Source: an optimization exercise on an open RTL-to-GDS flow (aim: small area, a short achievable clock period and few clock cycles). Production flows keep margins and buffers that such runs may drop.
Where RTL was checked, it was by simulation tests only, not by an equivalence proof against the original.
No functional check of the RTL was part of runs 5 and 6.
Power figures rest on the tool's default switching activity, not on a simulated workload.

<file path="design.v">
module alu(
    input logic clk,
    input logic rst,
    input logic in_alu,
    input logic[31:0] operand1,
    input logic[31:0] operand2,
    input logic [5:0]operation,
    input logic[5:0]op,
    input logic [4:0]shamt,
    output logic[31:0] result,
    output logic out_alu
);
localparam logic [1:0] ST_IDLE = 2'd0, ST_MUL = 2'd1, ST_DINIT = 2'd2, ST_DIV = 2'd3;
logic [1:0]  st;
logic [4:0]  cnt;
logic [31:0] rem;      
logic [4:0]  bdr;      
logic        swp;      
wire [31:0] A = operand1;
wire [31:0] B = operand2;
wire [3:0]  oc = operation[3:0];
wire op_add = (oc == 4'd13);
wire op_sub = (oc == 4'd1);
wire op_lt  = (oc == 4'd4);
wire op_gt  = (oc == 4'd5);
wire op_eq  = (oc == 4'd6);
wire op_sll = (oc == 4'd2);
wire op_srl = (oc == 4'd3);
wire op_sra = (oc == 4'd7);
wire op_rol = (oc == 4'd8) | (oc == 4'd10);
wire op_ror = (oc == 4'd9);
wire op_mul = (oc == 4'd11);
wire op_div = (oc == 4'd12);
wire op_cmp = op_lt | op_gt | op_eq;
wire idle    = (st == ST_IDLE);
wire s_mul   = (st == ST_MUL);
wire s_dinit = (st == ST_DINIT);
wire s_div   = (st == ST_DIV);
function automatic [7:0] sign_groups(input [31:0] x);
    logic z, o;
    z = ~x[31];
    o = x[31];
    sign_groups[7] = 1'b1;
    for (int g = 6; g >= 0; g--) begin
        z = z & ~(|x[4*g+3 +: 4]);
        o = o & (&x[4*g+3 +: 4]);
        sign_groups[g] = z | o;
    end
endfunction
function automatic [4:0] group_bits(input [31:0] x, input [2:0] g);
    logic [32:0] xe;
    xe = {x, 1'b0};
    group_bits = xe[{g, 2'b00} +: 5];
endfunction
function automatic [7:0] top_group(input [31:0] x, input [7:0] sgn);
    logic [32:0] xe;
    logic [4:0] b;
    logic [2:0] t;
    xe = {x, 1'b0};
    b = 5'd0;
    t = 3'd0;
    for (int g = 0; g < 8; g++)
        if (sgn[g] & ((g == 0) | ~sgn[(g == 0) ? 0 : g-1])) begin
            b = b | xe[4*g +: 5];
            t = t | g[2:0];
        end
    top_group = {t, b};
endfunction
wire [7:0] sga = sign_groups(A);
wire [7:0] sgb = sign_groups(B);
wire [7:0] tga = top_group(A, sga);
wire [7:0] tgb = top_group(B, sgb);
wire       swp_n = |(sga & ~sgb);     
wire [2:0] t0 = swp_n ? tga[7:5] : tgb[7:5];
wire [4:0] bd0 = swp_n ? tga[4:0] : tgb[4:0];
wire       mul_zero = ~(|A) | ~(|B);
wire [31:0] dsrc  = swp ? A : B;
wire [31:0] mcand = rem;
function automatic [32:0] booth_pp(input [2:0] d, input [31:0] a);
    logic one, two, neg;
    logic [31:0] m;
    one = d[1] ^ d[0];
    two = (d[2] & ~d[1] & ~d[0]) | (~d[2] & d[1] & d[0]);
    neg = d[2];
    m = one ? a : (two ? {a[30:0], 1'b0} : 32'd0);
    booth_pp = {neg, m ^ {32{neg}}};
endfunction
wire [32:0] pplo = booth_pp(bdr[2:0], mcand);
wire [32:0] pphi = booth_pp(bdr[4:2], mcand);
wire [31:0] mx = {result[27:0], 1'b0, pphi[32], 1'b0, pplo[32]};
wire [31:0] my = pplo[31:0];
wire [31:0] mz = {pphi[29:0], 2'b00};
wire [31:0] csa_s = mx ^ my ^ mz;
wire [31:0] csa_c = {(mx[30:0] & my[30:0]) | (mx[30:0] & mz[30:0]) | (my[30:0] & mz[30:0]), 1'b0};
wire do_sub = s_div ? ~rem[31] : (~s_mul & ~op_add);
wire [31:0] ax = s_mul ? csa_s : (s_div ? {rem[30:0], result[31]} : A);
wire [31:0] ay = s_mul ? csa_c : (B ^ {32{do_sub}});
wire [31:0] pp = ax ^ ay;
wire [31:0] gg = ax & ay;
logic [31:0] pg [0:5];
logic [31:0] gl [0:5];
assign gl[0] = {gg[31:1], gg[0] | (pp[0] & do_sub)};
assign pg[0] = {pp[31:1], 1'b0};
genvar lv, bi;
generate for (lv = 0; lv < 5; lv++) begin : g_lv
    for (bi = 0; bi < 32; bi++) begin : g_bi
        if (((bi >> lv) & 1) == 1) begin : g_op
            localparam integer J = ((bi >> lv) << lv) - 1;
            assign gl[lv+1][bi] = gl[lv][bi] | (pg[lv][bi] & gl[lv][J]);
            assign pg[lv+1][bi] = pg[lv][bi] & pg[lv][J];
        end else begin : g_pass
            assign gl[lv+1][bi] = gl[lv][bi];
            assign pg[lv+1][bi] = pg[lv][bi];
        end
    end
end endgenerate
wire [32:0] asum = {gl[5][31], pp ^ {gl[5][30:0], do_sub}};
wire borrow = ~asum[32];             
wire eq = &pp;                       
wire lt = borrow;
wire gt = ~borrow & ~eq;
wire cmp_bit = (op_lt & lt) | (op_gt & gt) | (op_eq & eq);
wire left = s_dinit | op_sll | op_rol;
wire [4:0] samt = s_dinit ? ~cnt : shamt;
wire [4:0] n = left ? (~samt + 5'd1) : samt;
wire [63:0] rr = {A, A} >> n;
wire [31:0] rot = rr[31:0];
logic [31:0] m;
genvar gj;
generate for (gj = 0; gj < 32; gj++) begin : g_mask
    assign m[gj] = left ? (5'(gj) >= samt) : ((6'(gj) + {1'b0, samt}) <= 6'd31);
end endgenerate
wire is_rot = op_rol | op_ror;
wire [31:0] shv = is_rot ? rot : ((rot & m) | (~m & {32{op_sra & A[31]}}));
function automatic [4:0] lead_pos(input [31:0] x);
    logic [15:0] v1; logic [15:0] p1;
    logic [7:0]  v2; logic [15:0] p2;
    logic [3:0]  v3; logic [11:0] p3;
    logic [1:0]  v4; logic [7:0]  p4;
    for (int i = 0; i < 16; i++) begin
        v1[i] = x[2*i+1] | x[2*i];
        p1[i] = x[2*i+1];
    end
    for (int i = 0; i < 8; i++) begin
        v2[i] = v1[2*i+1] | v1[2*i];
        p2[2*i +: 2] = v1[2*i+1] ? {1'b1, p1[2*i+1]} : {1'b0, p1[2*i]};
    end
    for (int i = 0; i < 4; i++) begin
        v3[i] = v2[2*i+1] | v2[2*i];
        p3[3*i +: 3] = v2[2*i+1] ? {1'b1, p2[2*(2*i+1) +: 2]} : {1'b0, p2[2*(2*i) +: 2]};
    end
    for (int i = 0; i < 2; i++) begin
        v4[i] = v3[2*i+1] | v3[2*i];
        p4[4*i +: 4] = v3[2*i+1] ? {1'b1, p3[3*(2*i+1) +: 3]} : {1'b0, p3[3*(2*i) +: 3]};
    end
    lead_pos = v4[1] ? {1'b1, p4[7:4]} : {1'b0, p4[3:0]};
endfunction
wire [4:0] sdiff = lead_pos(A) - lead_pos(B);
logic [31:0] res_n;
logic        out_n;
logic [1:0]  st_n;
logic [4:0]  cnt_n;
always_comb begin
    res_n = asum[31:0];
    out_n = 1'b0;
    st_n  = st;
    cnt_n = cnt - 5'd1;
    case (st)
    ST_IDLE: begin
        out_n = 1'b1;
        if (op_cmp) res_n = {31'd0, cmp_bit};
        else if (op_mul) begin
            res_n = 32'd0;
            out_n = mul_zero;
            st_n = mul_zero ? ST_IDLE : ST_MUL;
            cnt_n = {2'b00, t0};
        end else if (op_div) begin
            res_n = {31'd0, ~lt};
            out_n = lt | (sdiff == 5'd0);
            st_n = out_n ? ST_IDLE : ST_DINIT;
            cnt_n = sdiff[4:0];
        end else if (!(op_add | op_sub)) res_n = shv;
    end
    ST_MUL: begin
        if (cnt[2:0] == 3'd0) begin
            out_n = 1'b1;
            st_n = ST_IDLE;
        end
    end
    ST_DINIT: begin
        res_n = shv;           
        cnt_n = cnt;
        st_n = ST_DIV;
    end
    default: begin
        res_n = {result[30:0], ~asum[31]};
        if (cnt == 5'd0) begin
            out_n = 1'b1;
            st_n = ST_IDLE;
        end
    end
    endcase
end
always_ff @(posedge clk) begin
    result <= res_n;
    cnt <= cnt_n;
    if (idle)         rem <= swp_n ? B : A;
    else if (s_dinit) rem <= rot & ~m;
    else if (s_div)   rem <= asum[31:0];
    bdr <= idle ? bd0 : group_bits(dsrc, cnt[2:0] - 3'd1);
    swp <= idle ? swp_n : swp;
    if (rst | ~in_alu) begin
        st <= ST_IDLE;
        out_alu <= 1'b0;
    end else begin
        st <= st_n;
        out_alu <= out_n;
    end
end
endmodule
</file>
<file path="flow/run.sh">
#!/bin/bash
export BUFFER_PORTS_ARGS="-buffer_cell sky130_fd_sc_hd__buf_1"
export SETUP_SLACK_MARGIN=5.5
bash standard.sh > standard.log 2>&1
</file>
<file path="standard.sh">
#!/bin/bash
# synth_recipe.tcl (not shown) runs the flow's synth.tcl, then flattens the netlist and writes it again
# the make line also repeats each setting of config.mk as NAME=value (left out here)
make -C /OpenROAD-flow-scripts/flow DESIGN_CONFIG=/design/flow/config.mk WORK_HOME=/design/flow/orfs CLKGATE_MAP_FILE= SYNTH_SCRIPT=/design/flow/synth_recipe.tcl "${@:-finish}"
</file>
<file path="config.mk">
export PLATFORM = sky130hd
export DESIGN_NAME = alu
export DESIGN_NICKNAME = alu
export VERILOG_FILES = /design/flow/design.v
export SDC_FILE = /design/flow/constraint.sdc
export NUM_CORES = 4
export LEC_CHECK = 0
export ABC_AREA = 1
export CAP_MARGIN = 20
export CORE_MARGIN = 2
export CORE_UTILIZATION = 40
export PLACE_DENSITY = 0.6
export SLEW_MARGIN = 20
</file>
<file path="constraint.sdc">
create_clock -name core_clock -period 11.0 [get_ports {clk}]
set_input_delay 2.2000 -clock core_clock [delete_from_list [all_inputs] [get_ports {clk}]]
set_output_delay 2.2000 -clock core_clock [all_outputs]
set_load 0.01 [all_outputs]
</file>
==> results.sh, run 1 <==
export IMPL_layout_nets=2797
export IMPL_port_buffers=108
export IMPL_synth_area_sq_mm=0.0147
export IMPL_cts_tree="done"
export IMPL_placed_area_sq_mm=0.0153
export IMPL_rows=70
export IMPL_setup_tns_ps=0
export IMPL_grt_setup_unrepaired="true"
export IMPL_worstSetupPathType="in2reg"
export IMPL_layout_common_cells="715 x nand2_1, 382 x nand3_1, 262 x inv_1"
export IMPL_ys_flop_type="dfxtp_1"
export IMPL_fillers=4042
export IMPL_cp_start_kind="input pin"
export IMPL_arrival_ps=5810
export IMPL_period_share=0.509
export IMPL_numCtsBuffers=9
export IMPL_fmax_mhz=179
export IMPL_grtUsageMet1=0.562
export IMPL_vias=19100
export IMPL_worst_setup_path_end_kind="flop"
export IMPL_hp_class="reg2reg"
export IMPL_cp_top_family="simple AND/OR/NAND/NOR gates"
export IMPL_area_growth_syn_to_layout_pct=10.6
export IMPL_clk_pin_slew_ps=70
export IMPL_hold_viol=0
export IMPL_clk_insertion_delay_late_ps=370
export IMPL_slowest_stage="bufbuf_16"
export IMPL_start_util=0.404
export IMPL_drc=0
export IMPL_synth_distinct_cells=55
export IMPL_drv_slew=0
export IMPL_avgSynthCellArea_sq_um=5.67
export IMPL_routed_wl_um=82000
export IMPL_design_core_area_sq_mm=0.0363
export IMPL_grt_pass1_wl_um=117000
export IMPL_crit_buf_inv=6
export IMPL_drt_initial_drc_count=2622
export IMPL_place_gp_congestion=1.04
export IMPL_ys_warnings_count=3
export IMPL_tightest_slew_ps=986
export IMPL_clk_path_buf_depth=2
export IMPL_via_per_inst=6.16
export IMPL_cp_cell_sequence="buf_8 -> nor2_4 -> inv_2 -> o21ai_4 -> o21ai_4 -> bufbuf_16 -> nand2_1 -> nand3_1 -> o21ai_0 -> inv_1 -> ha_1 -> a21o_1 -> nand3_1 -> nand3_4 -> nand2_2 -> nand2_4 -> buf_12 -> buf_4 -> nand3_1 -> nand2_1 -> nand2_1 -> nand2_1 -> nor2_1 -> a21oi_1"
export IMPL_p_leak_uw=0.00776
export IMPL_dieArea_sq_mm=0.0382
export IMPL_antenna_found_initial=2
export IMPL_synth_fp_nets=2753
export IMPL_gr_usage_met3=0.0843
export IMPL_io_pins=117
export IMPL_synth_cells=2587
export IMPL_clock_root_buffer="clkbuf_16"
export IMPL_grt_start_max_net_pins=83
export IMPL_hold_slack_ps=530
export IMPL_ys_seq_elements=78
export IMPL_maxCapViolCount=0
export IMPL_crit_fanout=17
export IMPL_wl_per_cell_um=26.4
export IMPL_first_global_vias=17300
export IMPL_grt_busiest_layer="met2"
export IMPL_cp_required_ps=11210
export IMPL_synth_seq_area_share=0.132
export IMPL_hpwl_um=64300
export IMPL_final_area_sq_mm=0.0162
export IMPL_setup_viol=0
export IMPL_finClkSkew_ps=14.9
export IMPL_layout_min_cycle_time_ps=5600
export IMPL_synth_edf_count=38
export IMPL_die_h_um=195
export IMPL_final_common_cell="nand2_1"
export IMPL_slew_headroom=0.339
export IMPL_die_x_um=195
export IMPL_ir_drop_mv=0.0805
export IMPL_async_flop_share=0
export IMPL_overflow=0
export IMPL_path_common_cell="nand2_1"
export IMPL_grtUsageMet2=0.618
export IMPL_dr_pass1_iters=6
export IMPL_drive_gt1_frac=0.0770
export IMPL_powerDensity_mw_per_mm2=141
export IMPL_outcome="no timing/DRC/antenna violations"
export IMPL_h_tree_depth=3
export IMPL_cts_hold_buf=0
export IMPL_track_usage=0.421
export IMPL_slowest_delay_ps=340
export IMPL_cts_sinks=78
export IMPL_antenna_left=0
==> synth_stat cells, types with 2 or more instances <==
cell type | number | area share
nand2_1 | 728 | 0.19
nand3_1 | 394 | 0.13
inv_1 | 272 | 0.070
o21ai_0 | 196 | 0.067
nor2_1 | 183 | 0.047
a21oi_1 | 136 | 0.046
o22ai_1 | 77 | 0.033
clkbuf_1 | 72 | 0.018
xor2_1 | 69 | 0.041
ha_1 | 48 | 0.041
dfxtp_1 | 40 | 0.055
edfxtp_1 | 38 | 0.078
fa_1 | 34 | 0.046
o21ai_1 | 30 | 0.010
buf_2 | 29 | 0.0099
nor3_1 | 25 | 0.0085
nand4_1 | 20 | 0.0085
buf_4 | 16 | 0.0082
a31oi_1 | 13 | 0.0055
nand2_2 | 13 | 0.0055
o221ai_1 | 13 | 0.0078
xnor2_1 | 13 | 0.0078
nand3b_1 | 12 | 0.0061
or2_2 | 12 | 0.0051
a221oi_1 | 11 | 0.0066
inv_2 | 11 | 0.0028
buf_1 | 9 | 0.0023
nor4_1 | 8 | 0.0034
a21o_1 | 7 | 0.0036
buf_6 | 6 | 0.0046
nor2_2 | 5 | 0.0021
o21bai_1 | 5 | 0.0026
o211ai_1 | 4 | 0.0020
o31ai_1 | 4 | 0.0020
a211oi_1 | 3 | 0.0015
clkinv_1 | 3 | 0.00077
inv_4 | 3 | 0.0013
o21ai_2 | 3 | 0.0018
a21oi_2 | 2 | 0.0012
a22oi_1 | 2 | 0.0010
nand2_4 | 2 | 0.0015
nor3_2 | 2 | 0.0014
o311ai_0 | 2 | 0.0012
==> worst paths after layout <==
kind | start | to | slack, ps | cells after the start
hold / removal | result[9] | result[10] | 530 | 2
hold reg to reg | result[9] | result[10] | 530 | 2
setup reg to reg | st[0] | result[0] | 5700 | 22
setup / recovery | operation[1] | result[0] | 5400 | 24
==> sequential cells by signal, indices dropped and copies added (netlist names) <==
| name | flops |
|---|---|
| bdr | 5 |
| cnt | 5 |
| out_alu | 1 |
| rem | 32 |
| result | 32 |
| st | 2 |
| swp | 1 |
==> cell type report <==
type	count	area [sq um]	area share
clock inverters	7	72.6	0.00447
repair buffers	163	940	0.0579
inverters	289	1120	0.0693
repair inverters	1	6.26	0.000386
well taps	468	586	0.0361
multi-input cells	2089	11300	0.698
diodes	1	2.50	0.000154
flip-flops and latches	78	1940	0.120
clock buffers	9	225	0.0139
==> stage by stage <==
stage               power (uW)  worst slack (ps)  cells  utilization
floorplan                 1380              5490   2587            -
global placement          1840              4130   3060        0.421
detailed placement        1850              4050   3060        0.421
CTS                       2210              5520   3087        0.436
global route              2440              5330   3104        0.446
finish                    2290              5400   3105        0.446
==> layer usage <==
metal	vias up	wire, um
li1	8752	-
met1	8913	32600
met2	1252	33700
met3	202	9270
met4	4	6410
met5	-	26
==> logic make-up after synthesis <==
| logic type | after synthesis | share of synthesized area |
|---|---|---|
| fa+ha+maj | 82 | 0.0874 |
| compound gates | 516 | 0.199 |
| xor+xnor | 83 | 0.0508 |
| flops | 78 | 0.132 |
| buf+inv | 421 | 0.118 |
| simple gates | 1407 | 0.413 |
==> worst reg2reg max path, cell delays in order (launching register included) <==
cell     delay, ps
dfxtp_2        370
buf_4          320
inv_4          520
nor2_2         160
inv_4          440
buf_4          630
nand3_1        320
o21ai_1        180
inv_1           70
ha_2           300
a21o_1         210
nand2_1         60
nand2_1        120
a21oi_2        230
nand2_4        110
buf_12         160
buf_4          140
nand3_1         70
nand2_1         60
nand2_1        130
nand2_1         70
nor2_1         340
a21oi_1        150
==> report_power, final <==
| part | switching [uW] | total, uW | leakage (uW) | internal, uW |
|---|---|---|---|---|
| sequential | 86.1 | 458 | 0.000738 | 372 |
| combinational | 1020 | 1500 | 0.00688 | 478 |
| clock | 157 | 334 | 0.000143 | 177 |
| total | 1260 | 2290 | 0.00776 | 1030 |
==> repair_timing <==
action                                  in CTS  in global routing
endpoints found under the hold margin        0                  0
pin swaps                                    6                 18
endpoints found under the setup margin      60                 65
gates resized for setup                     33                 57
setup buffers                                9                 15
cloned                                       2                  1
Testbench counts, summed over its fixed seeds: cycles 4,436.
==> inputs of run 2 (changes only) <==
--- a/config.mk
+++ b/config.mk
@@ -8,6 +8,7 @@
 export ABC_AREA = 1
 export CAP_MARGIN = 20
 export CORE_MARGIN = 2
-export CORE_UTILIZATION = 40
+export CORE_UTILIZATION = 45
+export GPL_ROUTABILITY_DRIVEN = 0
 export PLACE_DENSITY = 0.6
 export SLEW_MARGIN = 20
==> run 2 against run 1 <==
  * Highest routed layer unchanged
  * Largest cell class unchanged
  * Critical endpoint is now result[17]
  * Clock skew fell by 3.0 ps
  * Still clean on timing, DRC and antenna
  * Final area fell by 1.6%
  * Largest power group unchanged
  * Die area fell by 11%
  * Setup slack improved by 98 ps
  * Register-to-register slack improved by 50 ps
  * Total power fell by 0.66%
==> results.sh, run 2 <==
export IMPL_clk_insertion_delay_late_ps=390
export IMPL_p_seq_frac=0.202
export IMPL_ys_seq_elements=78
export IMPL_h_tree_depth=3
export IMPL_slowest_stage="fa_2"
export IMPL_io_pins=117
export IMPL_routed_wl_um=75500
export IMPL_synth_edf_count=38
export IMPL_fmax_mhz=182
export IMPL_antenna_left=0
export IMPL_drt_initial_drc_count=3443
export IMPL_p_clk_frac=0.145
export IMPL_grt_start_max_net_pins=98
export IMPL_clock_root_buffer="clkbuf_16"
export IMPL_cts_tree="done"
export IMPL_yosysMostFrequentCell="nand2_1"
export IMPL_clk_path_buf_depth=2
export IMPL_cts_hold_buf=0
export IMPL_worstSetupPathType="in2reg"
export IMPL_numCtsBuffers=9
export IMPL_ys_flop_type="dfxtp_1"
export IMPL_crit_buf_inv=9
export IMPL_cp_required_ps=11320
export IMPL_cp_top_family="adder cells"
export IMPL_async_flop_share=0
export IMPL_drive_gt1_frac=0.0651
export IMPL_synth_fp_nets=2753
export IMPL_fillers=3474
export IMPL_synth_top_cell_area_share=0.186
export IMPL_combPwrFrac=0.654
export IMPL_rows=66
export IMPL_num_antenna_cells=0
export IMPL_antenna_found_initial=1
export IMPL_vias=19600
export IMPL_finClkSkew_ps=12.0
export IMPL_p_sw_frac=0.563
export IMPL_maxCapViolCount=0
export IMPL_largestRegisters="rem (32), result (32)"
export IMPL_hp_class="reg2reg"
export IMPL_layout_common_cells="720 x nand2_1, 390 x nand3_1, 263 x inv_1"
export IMPL_layout_min_cycle_time_ps=5500
export IMPL_regArea_sq_mm=0.00194
export IMPL_wl_per_cell_um=24.6
export IMPL_hold_viol=0
export IMPL_synth_area_sq_mm=0.0147
export IMPL_via_per_inst=6.39
export IMPL_dieArea_sq_mm=0.0341
export IMPL_overflow=0
export IMPL_period_share=0.500
export IMPL_ir_drop_mv=0.0880
export IMPL_grt_setup_unrepaired="true"
export IMPL_powerDensity_mw_per_mm2=143
export IMPL_setup_viol=0
export IMPL_crit_fanout=5
export IMPL_slew_headroom=0.317
export IMPL_synth_top_cells_by_area="nand2_1 19%, nand3_1 13%, edfxtp_1 7.8%"
export IMPL_avgSynthCellArea_sq_um=5.67
export IMPL_clk_pin_slew_ps=80
export IMPL_synth_cells=2587
export IMPL_tightest_slew_ps=1020
export IMPL_worst_setup_path_end_kind="flop"
export IMPL_outcome="no timing/DRC/antenna violations"
export IMPL_dr_pass1_iters=8
export IMPL_hold_slack_ps=512
export IMPL_layout_nets=2786
export IMPL_slowest_delay_ps=380
export IMPL_synth_top_cell_by_area="nand2_1"
export IMPL_final_common_cell="nand2_1"
export IMPL_die_h_um=185
export IMPL_arrival_ps=5810
export IMPL_cp_start_kind="input pin"
export IMPL_hpwl_um=57200
export IMPL_drv_slew=0
export IMPL_port_buffers=108
export IMPL_drc=0
export IMPL_p_leak_uw=0.00765
export IMPL_first_global_vias=17200
export IMPL_multi_input_area_sq_mm=0.0112
export IMPL_setup_tns_ps=0
export IMPL_switchingPower_uw=1280
export IMPL_track_usage=0.432
export IMPL_intPower_uw=996
export IMPL_area_growth_syn_to_layout_pct=8.86
export IMPL_synth_distinct_cells=55
export IMPL_synth_top_cells_by_count="728 x nand2_1, 394 x nand3_1, 272 x inv_1"
export IMPL_die_x_um=185
export IMPL_design_core_area_sq_mm=0.0323
export IMPL_synth_seq_area_share=0.132
export IMPL_grt_pass1_wl_um=108000
export IMPL_cts_sinks=78
export IMPL_start_util=0.454
export IMPL_ys_warnings_count=3
-- run 2: power by group through the flow --
stage / Combinational, uW / Sequential [uW] / Clock, uW
after global placement: 1350 / 458 / 0
after CTS: 1390 / 453 / 324
final: 1490 / 459 / 329
after global routing: 1600 / 459 / 333
after detailed placement: 1370 / 459 / 0
after floorplan: 948 / 430 / 0
-- run 2: final cells by class --
type                       count  area share
inverter                     289      0.0704
timing repair inverter         2     0.00110
tap                          442      0.0346
multi-input combinational   2089       0.702
clock buffer                   9      0.0141
timing repair buffer         151      0.0524
sequential                    78       0.122
clock inverter                 7     0.00392
-- run 2: metrics by stage --
step | power (uW) | utilization | instances | worst slack [ps] | cell area, sq um
floorplan | 1380 | - | 2587 | 5490 | 14700
global placement | 1810 | 0.471 | 3026 | 3980 | 15200
detailed placement | 1830 | 0.471 | 3026 | 3900 | 15200
CTS | 2170 | 0.486 | 3051 | 5510 | 15700
global route | 2390 | 0.494 | 3067 | 5420 | 16000
finish | 2280 | 0.494 | 3067 | 5500 | 16000
-- run 2: worst register-to-register path: stages, from the launching register on --
cell     delay (ps)
dfxtp_2         310
buf_4           540
nand2_2         740
o21ai_4         420
buf_12          190
buf_12          140
nor2_1           50
nor3_2          210
inv_1           100
fa_2            380
fa_2            350
inv_2            80
nand3_2          80
nand2_4         120
nand2_4          70
nand3_4         100
nand2_2          80
nand2_4          80
inv_2            40
fa_2            360
xor2_2          200
nor2_2          190
o22ai_1         110
inv_1            60
nand2_1          60
a21oi_1         110
-- run 2: metal layers --
metal,global-route usage,wire length [um],vias to the layer above
met5,0,13,-
met4,0.284,5870,2
met3,0.166,12500,343
met2,0.598,29600,1647
met1,0.551,27500,8894
li1,-,-,8713
-- run 2: worst paths after layout --
check | from | endpoint | slack, ps | cells after the start
max | operation[0] | result[17] | 5500 | 28
min | result[22] | result[23] | 510 | 2
max reg2reg | st[0] | result[17] | 5750 | 25
min reg2reg | result[22] | result[23] | 510 | 2
-- run 2: cell families after synthesis --
logic type               Yosys count  synth area share
adder cells (fa/ha/maj)           82            0.0874
buffers and inverters            421             0.118
XOR/XNOR                          83            0.0508
flip-flops                        78             0.132
AO/OA/AOI/OAI                    516             0.199
AND/OR/NAND/NOR                 1407             0.413
-- run 2: timing repair --
action	CTS	global route
resized for setup	26	39
setup endpoints to repair	65	45
pin swaps	5	4
gates cloned	2	3
buffers inserted	7	13
==> inputs of run 3 (changes only) <==
--- a/design.v
+++ b/design.v
@@ -92,11 +92,13 @@
 wire [31:0] mz = {pphi[29:0], 2'b00};
 wire [31:0] csa_s = mx ^ my ^ mz;
 wire [31:0] csa_c = {(mx[30:0] & my[30:0]) | (mx[30:0] & mz[30:0]) | (my[30:0] & mz[30:0]), 1'b0};
-wire do_sub = s_div ? ~rem[31] : (~s_mul & ~op_add);
+wire do_sub = s_div ? ~rem[31] : (~s_mul & ~(oc[3] & oc[0]));
 wire [31:0] ax = s_mul ? csa_s : (s_div ? {rem[30:0], result[31]} : A);
-wire [31:0] ay = s_mul ? csa_c : (B ^ {32{do_sub}});
-wire [31:0] pp = ax ^ ay;
-wire [31:0] gg = ax & ay;
+wire [31:0] by = s_mul ? csa_c : B;
+wire        inv = do_sub & ~s_mul;   
+wire [31:0] pt = ax ^ by;
+wire [31:0] pp = pt ^ {32{inv}};
+wire [31:0] gg = inv ? (ax & ~by) : (ax & by);
 logic [31:0] pg [0:5];
 logic [31:0] gl [0:5];
 assign gl[0] = {gg[31:1], gg[0] | (pp[0] & do_sub)};
==> run 3 against run 2 <==
  * Core utilization is 0.30 points lower
  * First-iteration DRC count decreased by 20%
  * Routed wire length is 8.5% lower
  * Critical endpoint is now result[0]
  * Largest power group unchanged
==> results.sh, run 3 <==
export IMPL_numCtsBuffers=9
export IMPL_synth_distinct_cells=63
export IMPL_ys_seq_elements=78
export IMPL_synth_cells=2476
export IMPL_h_tree_depth=3
export IMPL_hp_class="reg2reg"
export IMPL_vias=18500
export IMPL_synth_top_cells_by_area="nand2_1 16%, o21ai_0 9.5%, inv_1 8.1%"
export IMPL_track_usage=0.402
export IMPL_ys_flop_type="dfxtp_1"
export IMPL_cp_required_ps=11260
export IMPL_ir_drop_mv=0.0596
export IMPL_layout_min_cycle_time_ps=5430
export IMPL_final_core_util=0.491
export IMPL_clk_insertion_delay_late_ps=360
export IMPL_start_util=0.454
export IMPL_design_core_area_sq_mm=0.0314
export IMPL_cp_start_kind="input pin"
export IMPL_arrival_ps=5690
export IMPL_dieArea_sq_mm=0.0331
export IMPL_maxCapViolCount=0
export IMPL_cp_top_family="simple AND/OR/NAND/NOR gates"
export IMPL_overflow=0
export IMPL_avgSynthCellArea_sq_um=5.76
export IMPL_synth_top_cells_by_count="608 x nand2_1, 308 x inv_1, 271 x o21ai_0"
export IMPL_finClkSkew_ps=11.2
export IMPL_synth_seq_area_share=0.136
export IMPL_dr_pass1_iters=11
export IMPL_r2r_setup_slack_ps=5690
export IMPL_cts_sinks=78
export IMPL_worstSetupPathType="in2reg"
export IMPL_grt_setup_unrepaired="false"
export IMPL_cp_cell_sequence="buf_1 -> inv_1 -> o22ai_1 -> a21oi_1 -> or2_2 -> nand2_2 -> o21ai_0 -> a21oi_1 -> nand2_1 -> nand2_1 -> nand2_1 -> a21boi_1 -> nand2_1 -> a21oi_1 -> nand2_1 -> nand2_1 -> inv_1"
export IMPL_drc=0
export IMPL_setup_tns_ps=0
export IMPL_cts_hold_buf=0
export IMPL_worst_setup_path_end_kind="flop"
export IMPL_ys_warnings_count=3
export IMPL_grt_start_max_net_pins=73
export IMPL_fmax_mhz=184
export IMPL_powerDensity_mw_per_mm2=131
export IMPL_rows=65
export IMPL_synth_xor_area_frac=0.0680
export IMPL_crit_buf_inv=3
export IMPL_clk_pin_slew_ps=70
export IMPL_synth_compound_area_frac=0.294
export IMPL_antenna_left=0
export IMPL_reg2reg_to="result[0]"
export IMPL_hold_viol=0
export IMPL_clock_root_buffer="clkbuf_16"
export IMPL_hpwl_um=52300
export IMPL_synth_top_cell_by_area="nand2_1"
export IMPL_synth_area_sq_mm=0.0143
export IMPL_antenna_found_initial=5
export IMPL_async_flop_share=0
export IMPL_synthMuxAreaShare=0.00562
export IMPL_tightest_slew_ps=1150
export IMPL_routed_wl_um=69100
export IMPL_area_growth_syn_to_layout_pct=8.25
export IMPL_r2r_start="bdr[2]"
export IMPL_slew_headroom=0.230
export IMPL_cp_num_cells=17
export IMPL_yosys_area_share_adder=0.0586
export IMPL_ff2ff_path_depth=26
export IMPL_hold_end="result[29]"
export IMPL_min_delay_start="result[28]"
export IMPL_die_x_um=182
export IMPL_slowest_stage="buf_1"
export IMPL_first_global_vias=16200
export IMPL_drv_slew=0
export IMPL_slowest_delay_ps=460
export IMPL_layout_common_cells="607 x nand2_1, 302 x inv_1, 248 x o21ai_0"
export IMPL_via_per_inst=6.35
export IMPL_port_buffers=108
export IMPL_path_common_cell="nand2_1"
export IMPL_synth_edf_count=38
export IMPL_crit_fanout=8
export IMPL_synth_top_family_by_area="simple AND/OR/NAND/NOR gates"
export IMPL_drive_gt1_frac=0.0661
export IMPL_p_leak_uw=0.00690
export IMPL_outcome="no timing/DRC/antenna violations"
export IMPL_final_common_cell="nand2_1"
export IMPL_cts_tree="done"
export IMPL_io_pins=117
export IMPL_setup_viol=0
export IMPL_yosysMostFrequentCell="nand2_1"
export IMPL_period_share=0.494
export IMPL_layout_nets=2639
export IMPL_synth_fp_nets=2610
export IMPL_grt_pass1_wl_um=100000
export IMPL_synth_simple_area_share=0.310
export IMPL_synth_top_cell_area_share=0.160
export IMPL_whs_path_depth=2
export IMPL_clk_path_buf_depth=2
export IMPL_wl_per_cell_um=23.7
export IMPL_die_h_um=182
export IMPL_drt_initial_drc_count=2750
export IMPL_largestRegisters="rem (32), result (32)"
==> run 3: cell count changes in the layout (fill, tap and decap cells not counted), moves of 26 or more <==
cell,previous run,this run
a21oi_1,131,162
ha_1,48,22
inv_1,263,302
nand2_1,720,607
nand3_1,390,152
o211ai_1,4,43
o21ai_0,190,248
o21ai_1,34,75
==> run 3: cells by family after synthesis <==
logic type | count (synthesis)
AO/OA/AOI/OAI | 726
XOR/XNOR | 109
adder cells (fa/ha/maj) | 50
buffers and inverters | 458
flip-flops | 78
multiplexers | 8
AND/OR/NAND/NOR | 1047
==> run 3: where the power goes <==
part           switching, uW  internal, uW
clock network            146           184
logic                    860           385
registers               79.0           363
==> run 3: repair_timing <==
item / 4_1_cts / 5_1_grt
pin swaps: 5 / 3
buffers inserted: 5 / 4
hold endpoints to repair: 0 / 0
setup endpoints to repair: 73 / 68
gates cloned: 4 / 1
gates resized for setup: 29 / 55
==> run 3: cell type report <==
type	instances	area, sq um
Antenna cell	2	5.00
Clock inverter	6	66.3
Tap cell	402	503
Timing Repair inverter	1	7.51
Timing Repair Buffer	143	724
Multi-Input combinational cell	1944	10700
Inverter	328	1240
Fill cell	3424	16000
Sequential cell	78	1950
Clock buffer	10	239
==> run 3: worst max path at each step <==
stage / start / endpoint / slack (ps)
finish: operand1[23] / result[0] / 5570
global route: operand2[19] / out_alu / 5500
CTS: shamt[0] / rem[6] / 5450
detailed placement: shamt[0] / rem[6] / 4410
global placement: shamt[3] / rem[6] / 4480
floorplan: operation[0] / result[17] / 5800
==> run 3: metal layers <==
metal  up-vias  wire length (um)  GRT usage
met5         -                66          0
met4         8              5570      0.248
li1       8396                 -          -
met1      8292             26600      0.533
met3       338             10500      0.131
met2      1483             26400      0.559
==> run 3: worst register-to-register path, cell delays in order, from the launching register on <==
cell and delay [ps]:
dfxtp_2 310, buf_4 500, inv_1 440, nand2_1 170
nand2_1 60, buf_4 260, o22ai_1 230, xor2_1 130
fa_1 530, nand2_1 60, o221ai_1 120, inv_1 80
or2_2 310, nand2_1 100, inv_1 60, nand2_1 50
nand3_1 170, nand2_1 110, nand2_1 350, nand2_1 170
nand2_1 80, a21boi_1 260, nand2_1 260, a21oi_1 190
nand2_1 90, nand2_1 60, inv_1 40
==> run 3: through the flow <==
| stage | cells | hold WS [ps] | area [sq um] | power, uW | setup slack [ps] |
|---|---|---|---|---|---|
| after floorplan | 2476 | 504 | 14300 | 1220 | 5800 |
| after global placement | 2882 | 475 | 14800 | 1580 | 4480 |
| after detailed placement | 2882 | 496 | 14800 | 1600 | 4410 |
| after CTS | 2907 | 507 | 15200 | 1940 | 5450 |
| after global routing | 2912 | 527 | 15400 | 2130 | 5500 |
| final | 2914 | 506 | 15400 | 2020 | 5570 |
Testbench counts of run 3, summed over its fixed seeds: cycles 4,436.
==> inputs of run 4 (changes only) <==
--- a/config.mk
+++ b/config.mk
@@ -8,7 +8,6 @@
 export ABC_AREA = 1
 export CAP_MARGIN = 20
 export CORE_MARGIN = 2
-export CORE_UTILIZATION = 45
-export GPL_ROUTABILITY_DRIVEN = 0
+export CORE_UTILIZATION = 40
 export PLACE_DENSITY = 0.6
 export SLEW_MARGIN = 20
==> run 4 against run 3 <==
  * Final area increased by 1.2%
  * Area after synthesis stayed put
  * Sequential share of layout area is 0.14 points lower
  * Synthesized cell count stayed put
  * Routed wire length grew 13%
  * Total power is 1.2% higher
  * Cell count grew 2.3%
  * Highest routed layer unchanged
  * Critical path depth shrank 2
  * Hold slack worse by 5.1 ps
  * Clock-buffer cell count rose by 1
  * Clock skew is 3.0 ps higher
==> results.sh, run 4 <==
export IMPL_outcome="no timing/DRC/antenna violations"
export IMPL_final_core_util=0.442
export IMPL_numCtsBuffers=9
export IMPL_clock_root_buffer="clkbuf_16"
export IMPL_ys_seq_elements=78
export IMPL_crit_buf_inv=4
export IMPL_grt_start_max_net_pins=73
export IMPL_avgSynthCellArea_sq_um=5.76
export IMPL_vias=18500
export IMPL_cp_cell_sequence="buf_1 -> inv_1 -> nor2_1 -> nand3_1 -> nor3_1 -> nand4_1 -> nor2_1 -> nand3_1 -> nand2_1 -> inv_1 -> nand2_1 -> nand3_2 -> buf_6 -> o21ai_0 -> o211ai_1"
export IMPL_start_util=0.404
export IMPL_synth_top_cell_by_area="nand2_1"
export IMPL_via_per_inst=6.20
export IMPL_clk_insertion_delay_late_ps=370
export IMPL_finClkSkew_ps=14.2
export IMPL_drc=0
export IMPL_synth_top_cells_by_area="nand2_1 16%, o21ai_0 9.5%, inv_1 8.1%"
export IMPL_drv_slew=0
export IMPL_fmax_mhz=183
export IMPL_grt_pass1_wl_um=110000
export IMPL_drive_gt1_frac=0.0719
export IMPL_design_core_area_sq_mm=0.0353
export IMPL_synth_area_sq_mm=0.0143
export IMPL_wl_per_cell_um=26.3
export IMPL_routed_wl_um=78300
export IMPL_fillers=3975
export IMPL_dr_pass1_iters=6
export IMPL_arrival_ps=5530
export IMPL_powerDensity_mw_per_mm2=131
export IMPL_async_flop_share=0
export IMPL_maxCapViolCount=0
export IMPL_die_h_um=193
export IMPL_p_leak_uw=0.00696
export IMPL_period_share=0.497
export IMPL_dieArea_sq_mm=0.0372
export IMPL_antenna_found_initial=5
export IMPL_synth_distinct_cells=63
export IMPL_crit_fanout=51
export IMPL_area_growth_syn_to_layout_pct=9.51
export IMPL_overflow=0
export IMPL_synth_edf_count=38
export IMPL_clk_pin_slew_ps=70
export IMPL_regArea_sq_mm=0.00195
export IMPL_layout_nets=2648
export IMPL_cp_required_ps=11060
export IMPL_slew_headroom=0.297
export IMPL_cp_start_kind="input pin"
export IMPL_synth_top_cell_area_share=0.160
export IMPL_ir_drop_mv=0.0700
export IMPL_rows=69
export IMPL_multi_input_area_sq_mm=0.0107
export IMPL_hpwl_um=60000
export IMPL_setup_tns_ps=0
export IMPL_cp_top_family="simple AND/OR/NAND/NOR gates"
export IMPL_ys_warnings_count=3
export IMPL_cts_tree="done"
export IMPL_setup_viol=0
export IMPL_synth_fp_nets=2610
export IMPL_clk_path_buf_depth=2
export IMPL_grt_setup_unrepaired="false"
export IMPL_antenna_left=0
export IMPL_first_global_vias=16200
export IMPL_layout_common_cells="605 x nand2_1, 297 x inv_1, 248 x o21ai_0"
export IMPL_slowest_stage="o21ai_0"
export IMPL_tightest_slew_ps=1050
export IMPL_hp_class="reg2reg"
export IMPL_drt_initial_drc_count=2702
export IMPL_place_gp_congestion=1.02
export IMPL_ys_flop_type="dfxtp_1"
export IMPL_final_common_cell="nand2_1"
export IMPL_synth_cells=2476
export IMPL_hold_viol=0
export IMPL_cts_sinks=78
export IMPL_h_tree_depth=3
export IMPL_worst_setup_path_end_kind="flop"
export IMPL_layout_min_cycle_time_ps=5470
export IMPL_synth_top_cells_by_count="608 x nand2_1, 308 x inv_1, 271 x o21ai_0"
export IMPL_io_pins=117
export IMPL_worstSetupPathType="in2reg"
export IMPL_largestRegisters="rem (32), result (32)"
export IMPL_synth_seq_area_share=0.136
export IMPL_yosysMostFrequentCell="nand2_1"
export IMPL_die_x_um=193
export IMPL_track_usage=0.411
export IMPL_port_buffers=108
export IMPL_slowest_delay_ps=440
==> run 4: cell counts after synthesis <==
Identical to the previous run, type by type.
==> run 4: stage by stage <==
step | cell area, sq um | instances | worst slack (ps) | hold WS (ps) | total power (uW)
after floorplan | 14300 | 2476 | 5800 | 504 | 1220
after global placement | 14900 | 2948 | 4570 | 482 | 1630
after detailed placement | 14900 | 2948 | 4540 | 484 | 1640
after CTS | 15300 | 2969 | 5520 | 498 | 1970
after global routing | 15600 | 2980 | 5510 | 529 | 2150
final | 15600 | 2982 | 5530 | 501 | 2040
==> run 4: cell families (layout without fill, tap and decap cells) <==
family,count (synthesis),after routing,synth area share
muxes,8,8,0.00562
DFF,78,78,0.136
xor gates and xnor gates,109,109,0.0680
AOI/OAI and AO/OA,726,726,0.294
other,0,2,0
buffers and inverters,458,500,0.128
and+or+nand+nor,1047,1048,0.310
adders and majority gates,50,50,0.0586
==> run 4: tightest hold or removal path, cell delays in order, from the launching register on <==
cell	delay (ps)
dfxtp_1	310
nor2_1	90
a21oi_1	50
==> run 4: layout make-up <==
type,count,area share
antenna,2,0.000321
clock buffer,11,0.0163
clock inverter,5,0.00208
inverter,328,0.0805
multi-input combinational,1941,0.684
sequential,78,0.125
tap,461,0.0370
timing repair buffer,156,0.0546
==> run 4: metal layers <==
| layer | vias to the layer above | track usage | share of wire |
|---|---|---|---|
| met5 | - | 0 | 0.00056 |
| met4 | 6 | 0.182 | 0.051 |
| met3 | 215 | 0.122 | 0.14 |
| met2 | 1282 | 0.593 | 0.41 |
| met1 | 8577 | 0.560 | 0.40 |
| li1 | 8410 | - | - |
==> run 4: repair_timing <==
action / in CTS / in global routing
resized for setup: 35 / 64
gates cloned: 1 / 1
endpoints found under the setup margin: 74 / 74
hold buffers: 0 / 0
buffers inserted: 4 / 10
pin swaps: 3 / 4
==> run 4: path summary, 6_finish.rpt <==
path | endpoint | startpoint | slack, ps | depth (start not counted)
setup / recovery | rem[21] | operand2[27] | 5530 | 15
hold / removal | result[30] | result[29] | 500 | 2
setup reg to reg | result[17] | bdr[2] | 5810 | 25
hold reg to reg | result[30] | result[29] | 500 | 2
==> run 4: where the power goes <==
| group | total, uW | switching [uW] | internal [uW] |
|---|---|---|---|
| Combinational | 1280 | 890 | 391 |
| Sequential | 443 | 80.4 | 363 |
| Clock | 315 | 148 | 167 |
==> inputs of run 5 (changes only) <==
--- a/design.v
+++ b/design.v
@@ -37,15 +37,9 @@
 wire s_dinit = (st == ST_DINIT);
 wire s_div   = (st == ST_DIV);
 function automatic [7:0] sign_groups(input [31:0] x);
-    logic z, o;
-    z = ~x[31];
-    o = x[31];
+    for (int g = 0; g < 7; g++)
+        sign_groups[g] = ((x >> (4*g+3)) == 32'd0) | ((~x >> (4*g+3)) == 32'd0);
     sign_groups[7] = 1'b1;
-    for (int g = 6; g >= 0; g--) begin
-        z = z & ~(|x[4*g+3 +: 4]);
-        o = o & (&x[4*g+3 +: 4]);
-        sign_groups[g] = z | o;
-    end
 endfunction
 function automatic [4:0] group_bits(input [31:0] x, input [2:0] g);
     logic [32:0] xe;
==> run 5 against run 4 <==
  * Total power up 9.9%
  * Die area up 2.5%
  * Critical path depth up 2
  * Synthesized cell count up 4.4%
  * Maximum frequency up 1.8%
  * Non-clock buffer count up 1
  * Register-to-register slack better by 90 ps
  * Clock-buffer cell count down 1
  * Sequential cell count unchanged
  * Largest cell class unchanged
  * Largest power group unchanged
==> results.sh, run 5 <==
export IMPL_outcome="no timing/DRC/antenna violations"
export IMPL_final_core_util=0.443
export IMPL_p_seq_frac=0.201
export IMPL_die_x_um=195
export IMPL_clk_path_buf_depth=2
export IMPL_rows=70
export IMPL_synth_top_cell_by_area="nand2_1"
export IMPL_cts_tree="done"
export IMPL_tightest_slew_ps=1120
export IMPL_crit_fanout=73
export IMPL_whs_path_depth=2
export IMPL_h_tree_depth=3
export IMPL_grt_setup_unrepaired="true"
export IMPL_ys_warnings_count=3
export IMPL_finClkSkew_ps=22.6
export IMPL_p_sw_frac=0.561
export IMPL_clk_pin_slew_ps=70
export IMPL_ys_seq_elements=78
export IMPL_yosysMostFrequentCell="nand2_1"
export IMPL_ff2ff_path_depth=25
export IMPL_drt_initial_drc_count=2485
export IMPL_hpwl_um=58900
export IMPL_antenna_found_initial=4
export IMPL_port_buffers=108
export IMPL_worstSetupPathType="in2reg"
export IMPL_area_growth_syn_to_layout_pct=9.76
export IMPL_antenna_left=0
export IMPL_track_usage=0.386
export IMPL_synth_top_cells_by_count="717 x nand2_1, 310 x inv_1, 231 x o21ai_0"
export IMPL_fmax_mhz=186
export IMPL_io_pins=117
export IMPL_numCtsBuffers=9
export IMPL_vias=19100
export IMPL_maxCapViolCount=0
export IMPL_ir_drop_mv=0.0860
export IMPL_clock_root_buffer="clkbuf_16"
export IMPL_layout_common_cells="713 x nand2_1, 305 x inv_1, 218 x o21ai_0"
export IMPL_first_global_vias=17000
export IMPL_start_util=0.403
export IMPL_wl_per_cell_um=24.6
export IMPL_worst_setup_path_end_kind="flop"
export IMPL_avgSynthCellArea_sq_um=5.66
export IMPL_grt_start_max_net_pins=89
export IMPL_grt_pass1_wl_um=110000
export IMPL_die_h_um=195
export IMPL_synth_edf_count=38
export IMPL_synth_area_sq_mm=0.0146
export IMPL_layout_nets=2762
export IMPL_largestRegisters="rem (32), result (32)"
export IMPL_hold_slack_ps=488
export IMPL_arrival_ps=5660
export IMPL_synth_fp_nets=2718
export IMPL_synth_distinct_cells=60
export IMPL_p_clk_frac=0.135
export IMPL_layout_min_cycle_time_ps=5370
export IMPL_hp_class="reg2reg"
export IMPL_r2r_setup_slack_ps=5900
export IMPL_synth_cells=2584
export IMPL_dieArea_sq_mm=0.0381
export IMPL_hold_viol=0
export IMPL_setup_ws_ps=5630
export IMPL_final_common_cell="nand2_1"
export IMPL_drive_gt1_frac=0.0649
export IMPL_routed_wl_um=76300
export IMPL_slew_headroom=0.239
export IMPL_period_share=0.488
export IMPL_async_flop_share=0
export IMPL_combPwrFrac=0.664
export IMPL_clk_insertion_delay_late_ps=380
export IMPL_p_leak_uw=0.00727
export IMPL_overflow=0
export IMPL_via_per_inst=6.15
export IMPL_synth_seq_area_share=0.133
export IMPL_cts_sinks=78
export IMPL_place_gp_congestion=1.05
export IMPL_intPower_uw=985
export IMPL_synth_top_cells_by_area="nand2_1 18%, inv_1 8.0%, o21ai_0 7.9%"
export IMPL_switchingPower_uw=1260
export IMPL_cp_start_kind="input pin"
export IMPL_powerDensity_mw_per_mm2=140
export IMPL_setup_tns_ps=0
export IMPL_dr_pass1_iters=7
export IMPL_drc=0
export IMPL_dp_slack_ps=4120
export IMPL_synth_top_cell_area_share=0.184
export IMPL_ys_flop_type="dfxtp_1"
export IMPL_design_core_area_sq_mm=0.0363
export IMPL_drv_slew=0
export IMPL_setup_viol=0
export IMPL_cp_required_ps=11290
-- run 5: cell count changes after synthesis, sizes merged, moves of 11 or more --
cell,delta
nand3,+21
nand4,+11
nand2,+106
a21oi,-34
o22ai,+11
inv,+12
-- run 5: power by group through the flow --
stage | sequential (uW) | combinational, uW | clock (uW)
after floorplan | 436 | 936 | 0
after global placement | 453 | 1370 | 0
after detailed placement | 455 | 1390 | 0
after CTS | 449 | 1420 | 296
after global routing | 456 | 1620 | 308
final | 450 | 1490 | 303
-- run 5: area by class of cell --
cell class,instances,area [sq um]
Antenna cell,2,5.00
Clock buffer,10,229
Clock inverter,6,38.8
Fill cell,4016,20200
Inverter,339,1290
Multi-Input combinational cell,2043,11100
Sequential cell,78,1950
Tap cell,468,586
Timing Repair Buffer,157,872
-- run 5: worst paths after layout --
path / end / from
min: result[29] / result[28]
max: result[8] / shamt[0]
min reg2reg: result[29] / result[28]
max reg2reg: rem[17] / st[1]
-- run 5: per-layer routing --
metal / track usage / wire [um]
met1: 0.531 / 30800
met2: 0.575 / 31700
met3: 0.0953 / 10200
met4: 0.162 / 3610
met5: 0 / 0
-- run 5: per-stage QoR --
stage	area, sq um	power [uW]	instances
floorplan	14600	1370	2584
global placement	15300	1820	3065
detailed placement	15300	1840	3065
CTS	15800	2160	3085
global route	16000	2390	3101
finish	16000	2240	3103
-- run 5: logic make-up after synthesis --
family | Yosys count | share of synthesized area
buffers and inverters | 465 | 0.127
adders and majority gates | 50 | 0.0572
xor gates and xnor gates | 110 | 0.0659
DFF | 78 | 0.133
AOI/OAI and AO/OA | 689 | 0.272
and+or+nand+nor | 1182 | 0.339
muxes | 10 | 0.00685
-- run 5: critical path, stage by stage --
cell and delay [ps]:
buf_1 130, o21a_2 180, buf_12 260, inv_2 170, ha_1 360, o21ai_4 190
buf_12 240, nand2_1 70, o21ai_0 150, inv_1 70, o21ai_1 280, o21ai_1 130
o21ai_0 600, mux2i_1 280, nand2_1 110, o211ai_1 80, o2111ai_1 100
-- run 5: what timing repair did --
item / in CTS / in global routing
buffers inserted: 3 / 13
hold buffers: 0 / 0
pin swaps: 4 / 4
gates resized for setup: 34 / 51
cloned: 1 / 2
endpoints found under the setup margin: 69 / 69
hold endpoints to repair: 0 / 0
==> inputs of run 6 (changes only) <==
--- a/design.v
+++ b/design.v
@@ -37,9 +37,15 @@
 wire s_dinit = (st == ST_DINIT);
 wire s_div   = (st == ST_DIV);
 function automatic [7:0] sign_groups(input [31:0] x);
-    for (int g = 0; g < 7; g++)
-        sign_groups[g] = ((x >> (4*g+3)) == 32'd0) | ((~x >> (4*g+3)) == 32'd0);
+    logic z, o;
+    z = ~x[31];
+    o = x[31];
     sign_groups[7] = 1'b1;
+    for (int g = 6; g >= 0; g--) begin
+        z = z & ~(|x[4*g+3 +: 4]);
+        o = o & (&x[4*g+3 +: 4]);
+        sign_groups[g] = z | o;
+    end
 endfunction
 function automatic [4:0] group_bits(input [31:0] x, input [2:0] g);
     logic [32:0] xe;
@@ -86,31 +92,31 @@
 wire [31:0] mz = {pphi[29:0], 2'b00};
 wire [31:0] csa_s = mx ^ my ^ mz;
 wire [31:0] csa_c = {(mx[30:0] & my[30:0]) | (mx[30:0] & mz[30:0]) | (my[30:0] & mz[30:0]), 1'b0};
-wire do_sub = s_div ? ~rem[31] : (~s_mul & ~(oc[3] & oc[0]));
+wire do_sub = s_div ? ~rem[31] : (~s_mul & ~op_add);
 wire [31:0] ax = s_mul ? csa_s : (s_div ? {rem[30:0], result[31]} : A);
-wire [31:0] by = s_mul ? csa_c : B;
-wire        inv = do_sub & ~s_mul;   
-wire [31:0] pt = ax ^ by;
-wire [31:0] pp = pt ^ {32{inv}};
-wire [31:0] gg = inv ? (ax & ~by) : (ax & by);
-logic [31:0] pg [0:5];
-logic [31:0] gl [0:5];
+wire [31:0] ay = s_mul ? csa_c : (B ^ {32{do_sub}});
+wire [31:0] pp = ax ^ ay;
+wire [31:0] gg = ax & ay;
+logic [31:0] pg [0:9];
+logic [31:0] gl [0:9];
 assign gl[0] = {gg[31:1], gg[0] | (pp[0] & do_sub)};
 assign pg[0] = {pp[31:1], 1'b0};
 genvar lv, bi;
-generate for (lv = 0; lv < 5; lv++) begin : g_lv
+generate for (lv = 0; lv < 9; lv++) begin : g_lv
+    localparam integer D = (lv < 5) ? (1 << lv) : (1 << (8 - lv));
     for (bi = 0; bi < 32; bi++) begin : g_bi
-        if (((bi >> lv) & 1) == 1) begin : g_op
-            localparam integer J = ((bi >> lv) << lv) - 1;
-            assign gl[lv+1][bi] = gl[lv][bi] | (pg[lv][bi] & gl[lv][J]);
-            assign pg[lv+1][bi] = pg[lv][bi] & pg[lv][J];
+        localparam bit UP = (lv < 5) && (((bi + 1) % (2 * D)) == 0);
+        localparam bit DN = (lv >= 5) && (((bi + 1) % (2 * D)) == D) && (bi >= 2 * D);
+        if (UP || DN) begin : g_op
+            assign gl[lv+1][bi] = gl[lv][bi] | (pg[lv][bi] & gl[lv][bi-D]);
+            assign pg[lv+1][bi] = pg[lv][bi] & pg[lv][bi-D];
         end else begin : g_pass
             assign gl[lv+1][bi] = gl[lv][bi];
             assign pg[lv+1][bi] = pg[lv][bi];
         end
     end
 end endgenerate
-wire [32:0] asum = {gl[5][31], pp ^ {gl[5][30:0], do_sub}};
+wire [32:0] asum = {gl[9][31], pp ^ {gl[9][30:0], do_sub}};
 wire borrow = ~asum[32];             
 wire eq = &pp;                       
 wire lt = borrow;
==> run 6 against run 5 <==
  * Via count up 7.9%
  * Clock power is 6% higher
  * Sequential share of layout area fell by 0.98 points
  * Core utilization increased by 2.0 points
  * Non-clock buffer count rose by 33
  * Critical path depth rose by 16
==> results.sh, run 6 <==
export IMPL_dieArea_sq_mm=0.0399
export IMPL_design_core_area_sq_mm=0.0377
export IMPL_cts_tree="done"
export IMPL_via_per_inst=6.27
export IMPL_dp_slack_ps=3270
export IMPL_setup_ws_ps=4910
export IMPL_dp_cells=3214
export IMPL_layout_common_cells="676 x nand2_1, 594 x nand3_1, 289 x inv_1"
export IMPL_drt_initial_drc_count=3052
export IMPL_clock_root_buffer="clkbuf_16"
export IMPL_instances_no_fill=3280
export IMPL_port_buffers=108
export IMPL_numCtsBuffers=9
export IMPL_arrival_ps=6350
export IMPL_p_leak_uw=0.00856
export IMPL_ir_drop_mv=0.0863
export IMPL_avgSynthCellArea_sq_um=5.66
export IMPL_grt_pass1_wl_um=123000
export IMPL_clk_insertion_delay_late_ps=380
export IMPL_track_usage=0.423
export IMPL_worst_setup_path_end_kind="flop"
export IMPL_synth_top_cells_by_area="nand3_1 20%, nand2_1 17%, inv_1 7.7%"
export IMPL_antenna_left=0
export IMPL_layout_min_cycle_time_ps=6090
export IMPL_wl_per_cell_um=26.0
export IMPL_h_tree_depth=3
export IMPL_slowest_delay_ps=440
export IMPL_rows=71
export IMPL_yosysMostFrequentCell="nand2_1"
export IMPL_finClkSkew_ps=20.0
export IMPL_hold_viol=0
export IMPL_synth_seq_area_share=0.127
export IMPL_layout_nets=2941
export IMPL_tightest_slew_ps=1130
export IMPL_clk_path_buf_depth=2
export IMPL_grt_start_max_net_pins=72
export IMPL_drc=0
export IMPL_crit_fanout=5
export IMPL_hp_class="reg2reg"
export IMPL_largestRegisters="rem (32), result (32)"
export IMPL_die_h_um=200
export IMPL_slew_headroom=0.247
export IMPL_worstSetupPathType="in2reg"
export IMPL_num_antenna_cells=0
export IMPL_start_util=0.407
export IMPL_area_growth_syn_to_layout_pct=13.8
export IMPL_synth_area_sq_mm=0.0153
export IMPL_routed_wl_um=85300
export IMPL_place_gp_congestion=1.04
export IMPL_drive_gt1_frac=0.104
export IMPL_cts_sinks=78
export IMPL_hpwl_um=64500
export IMPL_synth_fp_nets=2884
export IMPL_synth_top_cell_by_area="nand3_1"
export IMPL_async_flop_share=0
export IMPL_synth_edf_count=38
export IMPL_ys_flop_type="dfxtp_1"
export IMPL_fillers=4167
export IMPL_slowest_stage="fa_2"
export IMPL_final_core_util=0.463
export IMPL_outcome="no timing/DRC/antenna violations"
export IMPL_drv_slew=0
export IMPL_grt_setup_unrepaired="true"
export IMPL_io_pins=117
export IMPL_cp_required_ps=11250
export IMPL_dr_pass1_iters=7
export IMPL_cts_hold_buf=0
export IMPL_first_global_vias=18700
export IMPL_synth_cells=2707
export IMPL_overflow=0
export IMPL_cp_start_kind="input pin"
export IMPL_final_common_cell="nand2_1"
export IMPL_synth_top_cells_by_count="706 x nand2_1, 614 x nand3_1, 313 x inv_1"
export IMPL_vias=20600
export IMPL_maxCapViolCount=0
export IMPL_fmax_mhz=164
export IMPL_setup_viol=0
export IMPL_powerDensity_mw_per_mm2=141
export IMPL_path_common_cell="inv_2"
export IMPL_setup_tns_ps=0
export IMPL_antenna_found_initial=1
export IMPL_clk_pin_slew_ps=70
export IMPL_ys_warnings_count=3
export IMPL_synth_distinct_cells=54
export IMPL_die_x_um=200
export IMPL_period_share=0.554
export IMPL_synth_top_cell_area_share=0.200
export IMPL_ys_seq_elements=78
run 6: changes by cell type after synthesis, moves of 17 or more:
cell	previous run	this run
ha_1	22	48
or2_1	18	0
nand3_1	174	614
o211ai_1	39	12
fa_1	28	45
o21ai_0	231	136
inv_2	25	8
a21oi_1	129	111
o21ai_1	96	5
o221ai_1	27	5
run 6: worst max-delay path, delay by kind of cell:
kind | cells | cell delay (ps)
adders and majority gates | 3 | 1150
and+or+nand+nor | 12 | 1020
AOI/OAI and AO/OA | 6 | 890
buffers and inverters | 11 | 870
xor gates and xnor gates | 1 | 220
run 6: final timing paths:
kind                            depth (start not counted)         end    startpoint  slack (ps)
worst min-delay path                                    2  result[30]    result[29]         470
worst min register to register                          2  result[30]    result[29]         470
worst max register to register                         28  result[23]        bdr[4]        5280
worst max-delay path                                   33  result[23]  operation[0]        4910
run 6: repair_timing:
action	CTS	global route
cloned	3	0
resized for setup	114	66
pin swaps	36	48
endpoints found under the setup margin	63	63
setup buffers	34	13
run 6: report_power, final:
group	internal, uW	switching [uW]	leakage (uW)
clock	158	163	0.000140
combinational	552	1120	0.00768
sequential	371	97.2	0.000739
total	1080	1380	0.00856
run 6: layout make-up:
cell class / count / area, sq um / share of cell area
inverters: 324 / 1250 / 0.0718
well taps: 511 / 639 / 0.0367
repair inverters: 2 / 16.3 / 0.000933
repair buffers: 190 / 1140 / 0.0655
clock inverters: 7 / 62.6 / 0.00359
multi-input cells: 2159 / 12200 / 0.697
flip-flops and latches: 78 / 1940 / 0.111
clock buffers: 9 / 225 / 0.0129
run 6: cell families after synthesis:
kind of cell / synth area share
AOI/OAI and AO/OA: 0.157
xor gates and xnor gates: 0.0474
adders and majority gates: 0.0980
buffers and inverters: 0.122
DFF: 0.127
and+or+nand+nor: 0.449
run 6: per-layer routing:
metal,wire length [um],global-route usage
met5,11,0
met4,6550,0.266
met3,11800,0.132
met2,34100,0.608
met1,32800,0.550
run 6: through the flow:
stage / total power [uW] / instance area, sq um / hold WS [ps]
finish: 2470 / 17400 / 471
global route: 2600 / 17400 / 501
CTS: 2340 / 17100 / 473
detailed placement: 1910 / 16100 / 456
global placement: 1900 / 16100 / 465
floorplan: 1400 / 15400 / 504

==> what the ideal ports hide <==
The flow's constraints put no driver on any port. The routed layouts listed below were extracted and timed again, unchanged, in two steps. Step 1 sets driving cells, clkbuf_16 on the clock port and buf_2 on the other inputs (assumed; they add their load-dependent delay and slew). Step 2 times the ports against the registers' clock, not the clock port: input delays grow and output delays shrink by t, the midpoint of the rising clock arrivals with the driver on. Slacks: no drivers / after step 1 / after step 2; pairs: no drivers / after step 1.
| run | t (ns) | setup slack, ns | hold WS [ns] | worst setup path at the end | worst register clock-pin slew, ns |
|---|---|---|---|---|---|
| run 1 | 0.418 | 5.405 / 5.397 / 4.978 | 0.530 / 0.530 / 0.530 | input to register | 0.08 / 0.08 |
| run 2 | 0.431 | 5.503 / 5.489 / 5.058 | 0.512 / 0.512 / 0.512 | input to register | 0.08 / 0.08 |
| run 3 | 0.407 | 5.567 / 5.595 / 5.187 | 0.506 / 0.506 / 0.506 | input to register | 0.07 / 0.07 |
| run 4 | 0.410 | 5.531 / 5.560 / 5.150 | 0.501 / 0.501 / 0.501 | input to register | 0.07 / 0.07 |
| run 5 | 0.417 | 5.629 / 5.644 / 5.227 | 0.488 / 0.488 / 0.488 | input to register | 0.08 / 0.08 |
| run 6 | 0.415 | 4.907 / 4.891 / 4.476 | 0.471 / 0.471 / 0.471 | input to register | 0.09 / 0.09 |
After both steps setup and hold are still met in every run listed. For run 2, which loses most, drivers alone change the setup slack by -0.014 ns; drivers and shift together by -0.445 ns.
